From an optimization exercise on the open Yosys and OpenROAD flow, aimed at small area and a short achievable clock period; shortcuts taken in it are not production practice. RTL that was checked went through simulation tests only; none was proved equivalent to the original.

v6:
// ex2_1
module ex2_1 (
	      input 		  clk, rst, validi,
	      input [31:0] 	  data_in,
	      output logic 	  valido,
	      output logic [31:0] data_out
	      );
Size: about 1,500 cells after synthesis, ~68 I/O pins, ~16,000 µm² of cells after synthesis.
export LEC_CHECK = 0
export CAP_MARGIN = 20
export CORE_MARGIN = 2
export CORE_UTILIZATION = 40
export SETUP_SLACK_MARGIN = 4.6
export SLEW_MARGIN = 20
export SYNTH_HIERARCHICAL = 1
export TNS_END_PERCENT = 0
create_clock -name core_clock -period 8.0 [get_ports {clk}]
standard.sh (not shown) runs the stock make flow with config.mk's settings and CLKGATE_MAP_FILE= SYNTH_SCRIPT=/design/flow/synth_recipe.tcl, a recipe that flattens the netlist after the stock synthesis.
==> flow/flow/run.sh <==
#!/bin/bash
# The standard layout, with two changes: the port buffers are plain buf_2 cells rather
# than the delay cells buffer_ports picks by default, and timing repair may resize a cell to
# any drive strength (MATCH_CELL_FOOTPRINT=0), not only to cells of the same footprint.
# make's full output goes to flow_make.log.
set -euo pipefail
bash standard.sh "BUFFER_PORTS_ARGS=-buffer_cell sky130_fd_sc_hd__buf_2" MATCH_CELL_FOOTPRINT=0 finish > flow_make.log 2>&1
diff inputs: v6 => v7
==> flow/flow/run.sh <==
#!/bin/bash
# The standard layout, except that the port buffers are plain buf_2 cells rather
# than the delay cells buffer_ports picks by default. make's full output goes to flow_make.log.
set -euo pipefail
bash standard.sh "BUFFER_PORTS_ARGS=-buffer_cell sky130_fd_sc_hd__buf_2" finish > flow_make.log 2>&1
Results
Diff v6..v7 | final standard cell count with taps included and fillers excluded | negligible
Diff v6 and v7: share of layout cells above drive strength 1 lower in v7


## the reference run
ex2_1, a different RTL version from the one above (not shown whole).
Size in the first run: roughly 0.015 mm2 of cells after synthesis.
Settings: LEC_CHECK=0, CAP_MARGIN=20, CORE_MARGIN=2, CORE_UTILIZATION=40, SETUP_SLACK_MARGIN=4.4, SLEW_MARGIN=20, SYNTH_HIERARCHICAL=1, TNS_END_PERCENT=0; clock period 8.0 ns.
==> flow/flow/run.sh <==
#!/bin/bash
# The standard layout, except that the port buffers are plain buf_2 cells rather
# than the delay cells buffer_ports picks by default. make's full output goes to flow_make.log.
set -euo pipefail
bash standard.sh "BUFFER_PORTS_ARGS=-buffer_cell sky130_fd_sc_hd__buf_2" finish > flow_make.log 2>&1
Relative to the reference run, the following input files were edited for the trial run:
- a change of SETUP_SLACK_MARGIN from 4.4 to 4.0
==> comparison <==
On the trial run: sequential share of layout area is 1.5 points higher than what the reference run gave.
The trial run vs. the reference run: routed wire length down about 9%; final-layout worst hold slack flat; utilization down 4.2 points.
met1 layer wirelength in the final routing shrinks by a few percent when moving from the reference run to the trial run.
Non-clock buffer count (the trial run / the reference run): 0.72
Comparing length of routed met3 wiring for the trial run and the reference run, the bigger number came from the reference run.
Of the trial run and the reference run, the higher top achievable clock speed belongs to the reference run.
No run of this note included a check of the RTL's function; only the layout flow was run.


ex2_1, a different RTL version from the one above (not shown whole).
For scale: ~68 I/O pins, ~0.016 mm² of cells after synthesis.
Settings: LEC_CHECK=0, CAP_MARGIN=20, CORE_MARGIN=2, CORE_UTILIZATION=50, SETUP_SLACK_MARGIN=4.4, SLEW_MARGIN=20, SYNTH_HIERARCHICAL=1, TNS_END_PERCENT=0; clock period 8.0 ns.
Scripts as last shown in full above: flow/flow/run.sh
The first run passed the timing, design-rule and antenna checks.
==> next run, changes <==
- CORE_UTILIZATION: 50 -> 40
- SETUP_SLACK_MARGIN: 4.4 -> 4.6
What happened:
- area after synthesis is unchanged
- final cell count grows by 6.4%
- global-route usage came out lower by 5.2 points
- core utilization went down by 10 points
- setup slack improved by 110 ps
- wire length climbs by 3.6%
- via count came out higher by 0.46%


run 1:
ex2_1, a different RTL version from the one above (not shown whole).
For scale: roughly 1,500 cells after synthesis.
clock: 8.0 ns
lec_check: 0
cap_margin: 20
core_margin: 2
core_utilization: 40
setup_slack_margin: 4.4
slew_margin: 20
synth_hierarchical: 1
tns_end_percent: 0
==> flow/flow/run.sh <==
#!/bin/bash
# The standard layout, except that the port buffers are plain buf_4 cells rather
# than the delay cells buffer_ports picks by default. make's full output goes to flow_make.log.
set -euo pipefail
bash standard.sh "BUFFER_PORTS_ARGS=-buffer_cell sky130_fd_sc_hd__buf_4" finish > flow_make.log 2>&1
Run 1 finished every stage and its layout cleared the timing, design-rule and antenna checks.
Here is what was changed in the inputs of run 2 compared with run 1.
==> flow/flow/run.sh <==
#!/bin/bash
# The standard layout, except that the port buffers are plain buf_1 cells rather
# than the delay cells buffer_ports picks by default. make's full output goes to flow_make.log.
set -euo pipefail
bash standard.sh "BUFFER_PORTS_ARGS=-buffer_cell sky130_fd_sc_hd__buf_1" finish > flow_make.log 2>&1
==> comparison <==
- Total wire length: run 2 vs run 1 up about 12%
- On run 2: total of plain and repair buffers excluding clock buffers is about 60% higher than what run 1 gave.
- Taking run 1 as the reference point, the met3 track demand over resource of run 2 rises by 0.66 points.
- When run 2 is measured against run 1, its final design area excluding fillers turns out about 3% higher.
- Run 1 → run 2: first-pass detailed-route iteration total now sits higher; worst setup slack after layout saw a decrease; share of the clock period used by the worst path after layout picked up an extra 0.61 points; count of clock-buffer cells in the layout now larger.
- Measured against each other, run 2 and run 1 differ in detailed-placement wirelength estimate, the higher figure coming from run 2.
- Run 2: fraction of area in registers is 0.52 points lower than what run 1 reported.
For run 3, these inputs were changed with respect to run 2:
==> flow/flow/run.sh <==
#!/bin/bash
# The standard layout, except that the port buffers are plain buf_2 cells rather
# than the delay cells buffer_ports picks by default. make's full output goes to flow_make.log.
set -euo pipefail
bash standard.sh "BUFFER_PORTS_ARGS=-buffer_cell sky130_fd_sc_hd__buf_2" finish > flow_make.log 2>&1
## What came out
Re instance count of the mapped netlist: no difference whatsoever between run 2 and run 3. Final instance area: run 3 lower than run 2. Run 3 against run 2: count of cell instances traversed by the critical path decreased 1, data arrival time of the worst path has decreased, total routing resource utilization after global routing -4.0 points. Run 3: all stages complete, timing, DRC and antenna checks passed.
Modified inputs, run 4 compared to run 3
==> flow/run.sh (new file) <==
#!/bin/bash
# synth_recipe.tcl (not shown) runs the flow's synth.tcl, then flattens the netlist and writes it again
# the make line also repeats each setting of config.mk as NAME=value (left out here)
make -C /OpenROAD-flow-scripts/flow DESIGN_CONFIG=/design/flow/config.mk WORK_HOME=/design/flow/orfs CLKGATE_MAP_FILE= SYNTH_SCRIPT=/design/flow/synth_recipe.tcl finish
removed: flow/flow/run.sh
removed: flow/standard.sh
[summary]
Density: run 4 denser than run 3
Compared with run 3, run 4 shows a lower minimum setup slack in the final design.
Relative to run 3, final net count has increased by about 2.5% in run 4.
The fraction of area in registers in run 4 was lower than what run 3 gave.
When run 4 is set beside run 3, its transition time at the pin with the least slew margin turns out to be 0.013 ns larger.
Diff run 3 -> run 4: via count went up.
Looking at the reports, run 4 completed the entire flow and the layout it produced met the timing, design-rule and antenna checks.


ex2_1, a different RTL version from the one above (not shown whole).
Size: ~68 I/O pins, about 16000 sq um of cells after synthesis.
==> flow/config.mk <==
export PLATFORM = sky130hd
export DESIGN_NAME = ex2_1
export DESIGN_NICKNAME = ex2_1
export VERILOG_FILES = /design/flow/design.v
export SDC_FILE = /design/flow/constraint.sdc
export NUM_CORES = 4
export LEC_CHECK = 0
export CAP_MARGIN = 20
export CORE_MARGIN = 2
export CORE_UTILIZATION = 40
export SETUP_SLACK_MARGIN = 4.0
export SLEW_MARGIN = 20
export SYNTH_HIERARCHICAL = 1
export TNS_END_PERCENT = 0
==> flow/constraint.sdc <==
create_clock -name core_clock -period 8.0 [get_ports {clk}]
set_input_delay 1.6000 -clock core_clock [delete_from_list [all_inputs] [get_ports {clk}]]
set_output_delay 1.6000 -clock core_clock [all_outputs]
set_load 0.01 [all_outputs]
run.sh (not shown) runs the stock make flow with config.mk's settings and CLKGATE_MAP_FILE= SYNTH_SCRIPT=/design/flow/synth_recipe.tcl, a recipe that flattens the netlist after the stock synthesis.
Stock flow here: none of the scripts above is used.
The first run completed with no timing, DRC or antenna violations.
Change:
- ABC_CLOCK_PERIOD_IN_PS: default -> 3500
- SETUP_SLACK_MARGIN: 4.0 -> 4.5
- TNS_END_PERCENT: 0 -> default
Effect: The changed run ran to the end with no violations; hold slack gets worse by 0.0062 ns; cell area rises by 12%; maximum frequency is higher by 0.47%; flip-flop and latch count stays the same.
Change:
- ABC_CLOCK_PERIOD_IN_PS: 3500 -> default
- SETUP_SLACK_MARGIN: 4.5 -> 3.5
- TNS_END_PERCENT: default -> 0
Outcome: Worst setup slack is worse by 0.34 ns. Count of clock-buffer cells in the layout shrinks by 1. Via count shrinks by about 3.6%. Final area shrinks by 11%. First-iteration DRC count grows by 3.2%. Critical path depth shrinks by 4. Die area stays the same. Synthesized area is unchanged.
Change:
- SETUP_SLACK_MARGIN: 3.5 -> 4.5
=> The changed run ran to the end with no violations; clock-buffer cell count goes up by 1; setup slack gets better by 0.32 ns; via count stays flat; design area hardly moves; final cell count goes down by 0.61%; clock skew goes up by 0.0055 ns; critical path depth goes up by 8; sequential share of layout area hardly moves; core utilization stays flat.


Setup of run a:
Another version of the RTL of ex2_1 (not shown whole).
Size: about 68 I/O pins.
// ex2_1
module ex2_1 (
	      input 		  clk, rst, validi,
	      input [31:0] 	  data_in,
	      output logic 	  valido,
	      output logic [31:0] data_out
	      );
   logic [1:0] 			  cnt;
   always_ff @(posedge clk or posedge rst) begin
      if (rst) begin
	 cnt <= 2'b00;
	 valido <= 1'b0;
      end
      else begin
	 cnt <= validi ? {cnt[1] | cnt[0], ~(cnt[1] | cnt[0])} : 2'b00;
	 valido <= validi & cnt[1];
      end
   end
   logic [31:0] a;
   logic q0;
   logic q1;
   logic q2;
   logic q3;
   logic q4;
   logic q5;
   logic q6;
   logic q7;
   logic q8;
   logic q9;
   logic q10;
   logic q11;
   logic q12;
   logic q13;
   logic q14;
   logic q15;
   logic q16;
   logic q17;
   logic q18;
   logic q19;
   logic q20;
   logic q21;
   logic q22;
   logic q23;
   logic q24;
   logic q25;
   logic q26;
   logic q27;
   logic q28;
   logic q29;
   logic q30;
   logic q31;
   logic q32;
   logic q33;
   logic q34;
   logic q35;
   logic q36;
   logic q37;
   logic q38;
   logic q39;
   logic q40;
   logic q41;
   logic q42;
   logic q43;
   logic q44;
   logic q45;
   logic q46;
   logic q47;
   logic q48;
   logic q49;
   logic q50;
   logic q51;
   logic q52;
   logic q53;
   logic q54;
   logic q55;
   logic q56;
   logic q57;
   logic q58;
   logic q59;
   logic q60;
   logic q61;
   logic q62;
   wire bo0, bt0, bn0;
   wire pp1;
   wire pp2;
   wire pp3;
   wire pp4;
   wire pp5;
   wire pp6;
   wire pp7;
   wire pp8;
   wire pp9;
   wire pp10;
   wire pp11;
   wire pp12;
  ...
clock: 8.0 ns
lec_check: 0
abc_clock_period_in_ps: 3500
cap_margin: 20
core_margin: 2
core_utilization: 40
setup_slack_margin: 4.5
slew_margin: 20
Edits applied to the flow inputs when going from run a to run b:
--- a/flow/config.mk
+++ b/flow/config.mk
@@ -8 +7,0 @@
-export ABC_CLOCK_PERIOD_IN_PS = 3500
@@ -12 +10,0 @@
-export SETUP_SLACK_MARGIN = 4.5
## What came out
- The sum of routed wire segments on met1 reported for run b is smaller than that of run a by about 1.2%.
- Combined buffer and inverter count along the critical path: run b lower than run a
- Global-route usage: run b and run a compared, higher one is run a
- Run b vs run a — arrival time at the worst endpoint rose 1100 ps.
- Final HPWL from detailed placement went up slightly going from run a to run b.
- Of run b and run a, run b shows the lower net total in the final layout, with run a above it.
- The final worst hold slack number comes out lower for run a vs run b.
- [compare] base=run a new=run b: standard cell area after detailed placement down 3.3%, clock buffer and inverter area fraction after layout up 0.44 points.
Function was not checked in any run of this note: the RTL went through the layout flow alone.

[re-timing with driven ports]
Ports are ideal in the flow. The routed layouts listed here were re-timed in OpenROAD.
Step 1 assumes that a clkbuf_16 drives the clock port and a buf_2 every other input.
Step 2, shift: input delay + t, output delay - t, t = (earliest + latest rising clock arrival at the registers) / 2. This alone moves slack from input paths to output paths.
Three values: no drivers, after step 1, after step 2; two values: the first two.
run | t, ns | setup WS [ns] | clock arrival spread, ns | slew at the worst register clock pin (ns)
v6 | 0.501 | 4.471 / 4.489 / 3.988 | 0.012 / 0.012 | 0.07 / 0.07
v7 | 0.512 | 4.514 / 4.539 / 4.026 | 0.015 / 0.015 | 0.07 / 0.07
the reference run | 0.502 | 4.266 / 4.217 / 3.716 | 0.019 / 0.019 | 0.08 / 0.08
the trial run | 0.500 | 4.014 / 4.018 / 3.518 | 0.019 / 0.019 | 0.07 / 0.07
the first run of note 3 | 0.504 | 4.374 / 4.402 / 3.898 | 0.014 / 0.013 | 0.07 / 0.07
the second run of note 3 | 0.510 | 4.485 / 4.485 / 3.998 | 0.016 / 0.016 | 0.07 / 0.07
run 1 | 0.512 | 4.222 / 4.127 / 3.615 | 0.010 / 0.010 | 0.08 / 0.08
run 2 | 0.514 | 4.173 / 4.201 / 3.687 | 0.011 / 0.011 | 0.08 / 0.08
run 3 | 0.508 | 4.245 / 4.239 / 3.731 | 0.015 / 0.016 | 0.07 / 0.07
run 4 | 0.508 | 4.177 / 4.190 / 3.682 | 0.014 / 0.014 | 0.08 / 0.08
the first run of note 5 | 0.513 | 3.879 / 3.879 / 3.395 | 0.020 / 0.020 | 0.08 / 0.08
the second run of note 5 | 0.518 | 3.898 / 3.915 / 3.398 | 0.023 / 0.023 | 0.09 / 0.09
the third run of note 5 | 0.504 | 3.563 / 3.586 / 3.087 | 0.014 / 0.013 | 0.08 / 0.08
the fourth run of note 5 | 0.513 | 3.879 / 3.879 / 3.395 | 0.020 / 0.020 | 0.08 / 0.08
run a | 0.497 | 3.071 / 3.046 / 2.548 | 0.011 / 0.011 | 0.07 / 0.07
run b | 0.506 | 1.971 / 1.998 / 1.492 | 0.013 / 0.013 | 0.07 / 0.07
After both steps setup and hold are still met in every run listed. The setup slack of run 1, which loses most, moves by -0.095 ns with the drivers and by -0.607 ns with both steps.
